Source: an optimization exercise on an open RTL-to-GDS flow (aim: small area and a short achievable clock period). Production flows keep margins and buffers that such runs may drop. In this exercise RTL edits were held to simulation tests only and were not proved equivalent to the original. No driver is modelled on the clock port, so clock power and skew are understated where the tree is cut down; a real chip needs a root buffer or a tree. Power is estimated from default activity; no workload was simulated.

## raven
// TEN_GIG_MAC_RX_PATH
module TEN_GIG_MAC_RX_PATH #(
    parameter       P_SRC_MAC  = 48'h01_02_03_04_05_06
)(
    input           i_clk               ,
    input           i_rst               ,
    input  [63:0]   i_xgmii_rxd         ,
    input  [7 :0]   i_xgmii_rxc         ,
    input  [47:0]   i_dynamic_src_mac   ,
    input           i_dynamic_src_valid ,
    output [63:0]   m_axis_rdata        ,
    output [79:0]   m_axis_ruser        ,
    output [7 :0]   m_axis_rkeep        ,
    output          m_axis_rlast        ,
    output          m_axis_rvalid       ,
    output          o_crc_error         ,
    output          o_crc_valid
);
reg  [63:0] d1;              
reg  [7 :0] c1;
reg  [31:0] r2;              
always @(posedge i_clk) begin
    d1 <= i_xgmii_rxd;
    c1 <= i_xgmii_rxc;
    r2 <= d1[63:32];
end
wire        fb0 = c1[0] && d1[7 :0 ] == 8'hFB;      
wire        fb4 = c1[4] && d1[39:32] == 8'hFB;      
wire [7:0]  fd;                                     
genvar gi;
generate for (gi = 0; gi < 8; gi = gi + 1) begin : g_fd
    assign fd[gi] = c1[gi] && d1[8*gi+7 -: 8] == 8'hFD;
end endgenerate
reg         loc3;            
reg         sof4d;
reg  [3:0]  fdr;             
always @(posedge i_clk or posedge i_rst) begin
    if (i_rst) begin
        loc3  <= 1'b0;
        sof4d <= 1'b0;
        fdr   <= 4'd0;
    end else begin
        if (fb0)
            loc3 <= 1'b0;
        else if (fb4)
            loc3 <= 1'b1;
        sof4d <= fb4 && !fb0;
        fdr   <= fd[7:4];
    end
end
wire [63:0] acur  = loc3 ? {d1[31:0], r2} : d1;
wire [7 :0] fda   = loc3 ? {fd[3:0], fdr} : fd;
wire        sofa  = fb0 || sof4d;
  ...
export LEC_CHECK = 0
export CAP_MARGIN = 20
export CORE_MARGIN = 2
export CORE_UTILIZATION = 60
export SLEW_MARGIN = 20
export TNS_END_PERCENT = 10
create_clock -name core_clock -period 9.0 [get_ports {i_clk}]
standard.sh (not shown) runs the stock make flow with config.mk's settings and CLKGATE_MAP_FILE= SYNTH_SCRIPT=/design/flow/synth_recipe.tcl, a recipe that flattens the netlist after the stock synthesis.
==> flow/flow/run.sh <==
#!/bin/bash
set -euo pipefail
W=$(pwd)
MARGIN=6.35
CLUSTER=30
DIAM=80
export DONT_BUFFER_PORTS=1
export PRE_GLOBAL_PLACE_TCL=$W/flow/ports.tcl
export CTS_ARGS="-sink_clustering_enable -repair_clock_nets -dont_use_dummy_load -buf_list {sky130_fd_sc_hd__clkbuf_8 sky130_fd_sc_hd__clkbuf_16} -root_buf sky130_fd_sc_hd__clkbuf_16 -sink_clustering_size $CLUSTER -sink_clustering_max_diameter $DIAM"
NLEAF=26
if [[ $NLEAF != 0 ]]; then export PRE_CTS_TCL=$W/flow/cts.tcl; fi
if [[ $MARGIN != 0 ]]; then export SETUP_SLACK_MARGIN=$MARGIN; fi
bash standard.sh > $W/standard_flow.log 2>&1
Other scripts of this flow, unchanged in this note and not shown: flow/flow/cts.tcl, flow/flow/ports.tcl
[inputs] xenon vs raven
Settings: TNS_END_PERCENT removed (was 10).
-- flow/flow/run.sh --
<<< raven, line 2
set -euo pipefail
W=$(pwd)
MARGIN=6.35
CLUSTER=30
DIAM=80
>>> xenon, line 2
set -euo pipefail
W=$(pwd)
MARGIN=6.5
CLUSTER=30
DIAM=80
### Flow results
xenon gives more global-route usage than raven did. Run comparison: xenon cell with the biggest individual delay on the critical path dfrtp_1; raven cell with the biggest individual delay on the critical path xnor3_1. Summary: with raven as the reference, final cell area excluding filler cells in xenon moved up by a few percent. Total power of the final layout ended up 360 uW higher on xenon than on raven. Looking at area growth from synthesis to layout, xenon sits above raven. xenon ended up with a higher via density per instance than raven did. Area of combinational cells with multiple inputs in xenon is about 5% above raven. Diff xenon..raven | fmax | negligible.
Changes in harbor relative to xenon:
Settings: TNS_END_PERCENT newly set to 30.
-- flow/flow/run.sh --
<<< xenon, line 2
set -euo pipefail
W=$(pwd)
MARGIN=6.5
CLUSTER=30
DIAM=80
>>> harbor, line 2
set -euo pipefail
W=$(pwd)
MARGIN=6.35
CLUSTER=30
DIAM=80
## What came out
xenon → harbor: global-route met1 utilization fell by 2.2 points; combinational power -2.9%; share of power burned in the clock network increased 0.2 points. Run comparison: xenon slowest library cell on the worst path dfrtp_1; harbor slowest library cell on the worst path dfrtp_2. The via count of the first global-routing pass in harbor sits 396 below the value recorded for xenon. Looking at cell area, harbor sits about 3.3% below xenon. Launching instance or port of the critical path: ulen[9] -> xenon, ulen[7] -> harbor. harbor vs. xenon: cell count went down; portion of the clock cycle consumed by the worst path in the final layout did not really move; minimum setup slack in the final design went up. Summary: with xenon as the reference, wire length of the first global-routing pass in harbor moved down by a few percent.
No run of this note takes its clock network from TritonCTS; it comes from the design's own scripts or RTL.

== run 1 ==
Starting RTL as in the previous note.
Design TEN_GIG_MAC_RX_PATH, start of the top module:
module TEN_GIG_MAC_RX_PATH #(
    parameter       P_SRC_MAC  = 48'h01_02_03_04_05_06
)(
    input           i_clk               ,
    input           i_rst               ,
    input  [63:0]   i_xgmii_rxd         ,
    input  [7 :0]   i_xgmii_rxc         ,
    input  [47:0]   i_dynamic_src_mac   ,
    input           i_dynamic_src_valid ,
    output [63:0]   m_axis_rdata        ,
    output [79:0]   m_axis_ruser        ,
    output [7 :0]   m_axis_rkeep        ,
    output          m_axis_rlast        ,
    output          m_axis_rvalid       ,
    output          o_crc_error         ,
    output          o_crc_valid
);
export LEC_CHECK = 0
export CAP_MARGIN = 20
export CORE_MARGIN = 2
export CORE_UTILIZATION = 60
export SLEW_MARGIN = 20
create_clock -name core_clock -period 9.0 [get_ports {i_clk}]
==> flow/flow/run.sh <==
#!/bin/bash
set -euo pipefail
W=$(pwd)
MARGIN=6.35
CLUSTER=30
DIAM=80
export DONT_BUFFER_PORTS=1
export PRE_GLOBAL_PLACE_TCL=$W/flow/ports.tcl
export CTS_ARGS="-sink_clustering_enable -repair_clock_nets -dont_use_dummy_load -buf_list {sky130_fd_sc_hd__clkbuf_8 sky130_fd_sc_hd__clkbuf_16} -root_buf sky130_fd_sc_hd__clkbuf_16 -sink_clustering_size $CLUSTER -sink_clustering_max_diameter $DIAM"
NLEAF=34
if [[ $NLEAF != 0 ]]; then export PRE_CTS_TCL=$W/flow/cts.tcl; fi
if [[ $MARGIN != 0 ]]; then export SETUP_SLACK_MARGIN=$MARGIN; fi
bash standard.sh > $W/standard_flow.log 2>&1
==> flow/flow/cts.tcl <==
proc my_two_level_cts {nroot nleaf leafcell rootcell} {
  set block [ord::get_db_block]
  set db [ord::get_db]
  set clknet [$block findNet i_clk]
  set sinks {}
  foreach it [$clknet getITerms] {
    set inst [$it getInst]
    set loc [$inst getLocation]
    lappend sinks [list $it [lindex $loc 0] [lindex $loc 1]]
  }
  set n [llength $sinks]
  set sorted [lsort -real -index 1 $sinks]
  set cents {}
  for {set k 0} {$k < $nleaf} {incr k} {
    set s [lindex $sorted [expr {int(($k + 0.5) * $n / $nleaf)}]]
    lappend cents [list [lindex $s 1] [lindex $s 2]]
  }
  # k-means with at most cap registers per cluster: registers are assigned
  # in order of their distance to the nearest centre, each to the nearest
  # centre that still has room
  set cap [expr {int(ceil(1.12 * $n / $nleaf))}]
  for {set iter 0} {$iter < 30} {incr iter} {
    set order {}
    set i 0
    foreach s $sinks {
      set ds {}
      for {set k 0} {$k < $nleaf} {incr k} {
        set c [lindex $cents $k]
        lappend ds [list $k [expr {abs([lindex $s 1] - [lindex $c 0]) + abs([lindex $s 2] - [lindex $c 1])}]]
      }
      set ds [lsort -real -index 1 $ds]
      lappend order [list $i [lindex $ds 0 1] $ds]
      incr i
    }
    set sumx [lrepeat $nleaf 0.0]; set sumy [lrepeat $nleaf 0.0]; set cnt [lrepeat $nleaf 0]
    set assign [lrepeat $n 0]
    foreach o [lsort -real -index 1 $order] {
      set i [lindex $o 0]
      foreach kd [lindex $o 2] {
        set k [lindex $kd 0]
        if {[lindex $cnt $k] < $cap} { break }
      }
      set s [lindex $sinks $i]
      lset assign $i $k
      lset sumx $k [expr {[lindex $sumx $k] + [lindex $s 1]}]
      lset sumy $k [expr {[lindex $sumy $k] + [lindex $s 2]}]
      lset cnt $k [expr {[lindex $cnt $k] + 1}]
    }
    for {set k 0} {$k < $nleaf} {incr k} {
      if {[lindex $cnt $k] > 0} {
        lset cents $k [list [expr {[lindex $sumx $k] / [lindex $cnt $k]}] [expr {[lindex $sumy $k] / [lindex $cnt $k]}]]
      }
    }
  }
  puts "clock tree: $n registers, $nleaf leaf clusters, sizes [lsort -integer $cnt]"
  # group the leaf clusters into nroot groups (k-means on their centres)
  set lc {}
  for {set k 0} {$k < $nleaf} {incr k} {
    if {[lindex $cnt $k] > 0} { lappend lc [list $k {*}[lindex $cents $k]] }
  }
  set nl [llength $lc]
  set sortedl [lsort -real -index 1 $lc]
  set rc {}
  for {set r 0} {$r < $nroot} {incr r} {
    set s [lindex $sortedl [expr {int(($r + 0.5) * $nl / $nroot)}]]
    lappend rc [list [lindex $s 1] [lindex $s 2]]
  }
  set rcap [expr {int(ceil(1.0 * $nl / $nroot))}]
  for {set iter 0} {$iter < 30} {incr iter} {
    set order {}
    foreach l $lc {
      set ds {}
      for {set r 0} {$r < $nroot} {incr r} {
        set c [lindex $rc $r]
        lappend ds [list $r [expr {abs([lindex $l 1] - [lindex $c 0]) + abs([lindex $l 2] - [lindex $c 1])}]]
      }
      set ds [lsort -real -index 1 $ds]
      lappend order [list $l [lindex $ds 0 1] $ds]
    }
    set rsx [lrepeat $nroot 0.0]; set rsy [lrepeat $nroot 0.0]; set rcnt [lrepeat $nroot 0]
    array unset rof
    foreach o [lsort -real -index 1 $order] {
      set l [lindex $o 0]
      foreach kd [lindex $o 2] {
        set r [lindex $kd 0]
        if {[lindex $rcnt $r] < $rcap} { break }
      }
      set rof([lindex $l 0]) $r
      lset rsx $r [expr {[lindex $rsx $r] + [lindex $l 1]}]
      lset rsy $r [expr {[lindex $rsy $r] + [lindex $l 2]}]
      lset rcnt $r [expr {[lindex $rcnt $r] + 1}]
    }
    for {set r 0} {$r < $nroot} {incr r} {
      if {[lindex $rcnt $r] > 0} {
        lset rc $r [list [expr {[lindex $rsx $r] / [lindex $rcnt $r]}] [expr {[lindex $rsy $r] / [lindex $rcnt $r]}]]
      }
    }
  }
  puts "clock tree: $nroot root buffers driving [lsort -integer $rcnt] leaf buffers"
  set rootm [$db findMaster $rootcell]
  set leafm [$db findMaster $leafcell]
  for {set r 0} {$r < $nroot} {incr r} {
    if {[lindex $rcnt $r] == 0} { continue }
    set root [odb::dbInst_create $block $rootm clktree_root_$r]
    set rnet($r) [odb::dbNet_create $block clktree_root_net_$r]
    $rnet($r) setSigType CLOCK
    [$root findITerm A] connect $clknet
    [$root findITerm X] connect $rnet($r)
    set c [lindex $rc $r]
    $root setLocation [expr {int([lindex $c 0])}] [expr {int([lindex $c 1])}]
    $root setPlacementStatus PLACED
  }
  foreach l $lc {
    set k [lindex $l 0]
    set leaf [odb::dbInst_create $block $leafm clktree_leaf_$k]
    set lnet [odb::dbNet_create $block clktree_leaf_net_$k]
    $lnet setSigType CLOCK
    [$leaf findITerm A] connect $rnet($rof($k))
    [$leaf findITerm X] connect $lnet
    $leaf setLocation [expr {int([lindex $l 1])}] [expr {int([lindex $l 2])}]
    $leaf setPlacementStatus PLACED
    set leaves($k) $lnet
  }
  set i 0
  foreach s $sinks {
    set it [lindex $s 0]
    $it disconnect
    $it connect $leaves([lindex $assign $i])
    incr i
  }
}

my_two_level_cts 4 34 sky130_fd_sc_hd__clkbuf_16 sky130_fd_sc_hd__clkbuf_16

# the tree is built: the step's clock_tree_synthesis call only sets the
# clock propagated, as TritonCTS leaves it
rename clock_tree_synthesis my_unused_clock_tree_synthesis
proc clock_tree_synthesis {args} {
  puts "clock tree built by flow/cts.tcl; TritonCTS not run"
  set_propagated_clock [all_clocks]
}
Other scripts of this flow, unchanged in this note and not shown: flow/flow/ports.tcl
Input changes introduced in run 2 (baseline for comparison: run 1):
--- a/flow/flow/run.sh
+++ b/flow/flow/run.sh
@@ -3,3 +3,3 @@
 W=$(pwd)
-MARGIN=6.35
+MARGIN=6.25
 CLUSTER=30
@@ -9,3 +9,3 @@
 export CTS_ARGS="-sink_clustering_enable -repair_clock_nets -dont_use_dummy_load -buf_list {sky130_fd_sc_hd__clkbuf_8 sky130_fd_sc_hd__clkbuf_16} -root_buf sky130_fd_sc_hd__clkbuf_16 -sink_clustering_size $CLUSTER -sink_clustering_max_diameter $DIAM"
-NLEAF=34
+NLEAF=32
 if [[ $NLEAF != 0 ]]; then export PRE_CTS_TCL=$W/flow/cts.tcl; fi
--- a/flow/flow/cts.tcl
+++ b/flow/flow/cts.tcl
@@ -132,3 +132,3 @@
 
-my_two_level_cts 4 34 sky130_fd_sc_hd__clkbuf_16 sky130_fd_sc_hd__clkbuf_16
+my_two_level_cts 4 32 sky130_fd_sc_hd__clkbuf_16 sky130_fd_sc_hd__clkbuf_16
 
Results
In run 2, the post-route minimum period came out 28 ps above the value in run 1.
Run 1 reports its type of the worst setup path as reg2out while run 2 reports reg2reg.
Number of buffers inserted to repair setup after CTS, run 2 and run 1, higher one = run 1.
Of run 2 and run 1, run 2 shows the lower mean number of vias per cell, with run 1 above it.
### run 2 -> run 3
--- a/flow/flow/run.sh
+++ b/flow/flow/run.sh
@@ -3,3 +3,3 @@
 W=$(pwd)
-MARGIN=6.25
+MARGIN=6.35
 CLUSTER=30
@@ -9,3 +9,3 @@
 export CTS_ARGS="-sink_clustering_enable -repair_clock_nets -dont_use_dummy_load -buf_list {sky130_fd_sc_hd__clkbuf_8 sky130_fd_sc_hd__clkbuf_16} -root_buf sky130_fd_sc_hd__clkbuf_16 -sink_clustering_size $CLUSTER -sink_clustering_max_diameter $DIAM"
-NLEAF=32
+NLEAF=26
 if [[ $NLEAF != 0 ]]; then export PRE_CTS_TCL=$W/flow/cts.tcl; fi
--- a/flow/flow/cts.tcl
+++ b/flow/flow/cts.tcl
@@ -132,3 +132,3 @@
 
-my_two_level_cts 4 32 sky130_fd_sc_hd__clkbuf_16 sky130_fd_sc_hd__clkbuf_16
+my_two_level_cts 4 26 sky130_fd_sc_hd__clkbuf_16 sky130_fd_sc_hd__clkbuf_16
 
Findings:
Run 3: global-route wire length before repair lower than run 2
Run 2 vs run 3, highest metal layer with signal wires: met4 vs met5
Summary of run 3 over run 2: setup slack of the critical path after layout went up 44 ps, detailed router's first-iteration violation count went up 46, clock skew went down 18 ps, amount of wire on met3 after detailed routing went up 59 um.
Run 3: no failed stages, no open violations at the end
Run 2: all stages complete, timing, DRC and antenna checks passed
Timing endpoint of the critical path: crc[7] -> run 2, m_axis_ruser[75] -> run 3
From run 2 to run 3 the numbers moved as follows: core occupancy in the finished layout up 0.35 points, worst setup slack before clock tree synthesis up 130 ps, global-route met1 utilization down 1.0 points.
In every run of this note, the design's own scripts or RTL, not TritonCTS, make the clock network.

==> re-timing with driven ports <==
No port has a modelled driver above. Below, the same layouts with a new extraction and two added sets of constraints.
Step 1 assumes that a clkbuf_16 drives the clock port and a buf_2 every other input.
Step 2, shift: input delay + t, output delay - t, t = (earliest + latest rising clock arrival at the registers) / 2. This alone moves slack from input paths to output paths.
Slacks: no drivers / after step 1 / after step 2; pairs: no drivers / after step 1.
run | t, ns | setup slack, ns | hold slack, ns | worst setup path at the end | slew at the worst register clock pin (ns)
raven | 0.477 | 6.214 / 6.098 / 6.060 | 0.328 / 0.328 / 0.328 | input to register | 0.10 / 0.10
xenon | 0.460 | 6.216 / 6.111 / 6.182 | 0.301 / 0.301 / 0.301 | input to register | 0.11 / 0.11
harbor | 0.474 | 6.220 / 6.097 / 6.059 | 0.328 / 0.328 / 0.328 | input to register | 0.10 / 0.10
run 1 | 0.477 | 6.244 / 6.133 / 6.032 | 0.306 / 0.306 / 0.306 | input to register | 0.09 / 0.09
run 2 | 0.486 | 6.216 / 6.124 / 6.044 | 0.304 / 0.304 / 0.304 | input to register | 0.09 / 0.09
run 3 | 0.468 | 6.260 / 6.143 / 6.041 | 0.296 / 0.296 / 0.296 | input to register | 0.11 / 0.11
After both steps every run listed still meets setup and hold. For run 3, which loses most, drivers alone change the setup slack by -0.117 ns; drivers and shift together by -0.219 ns.
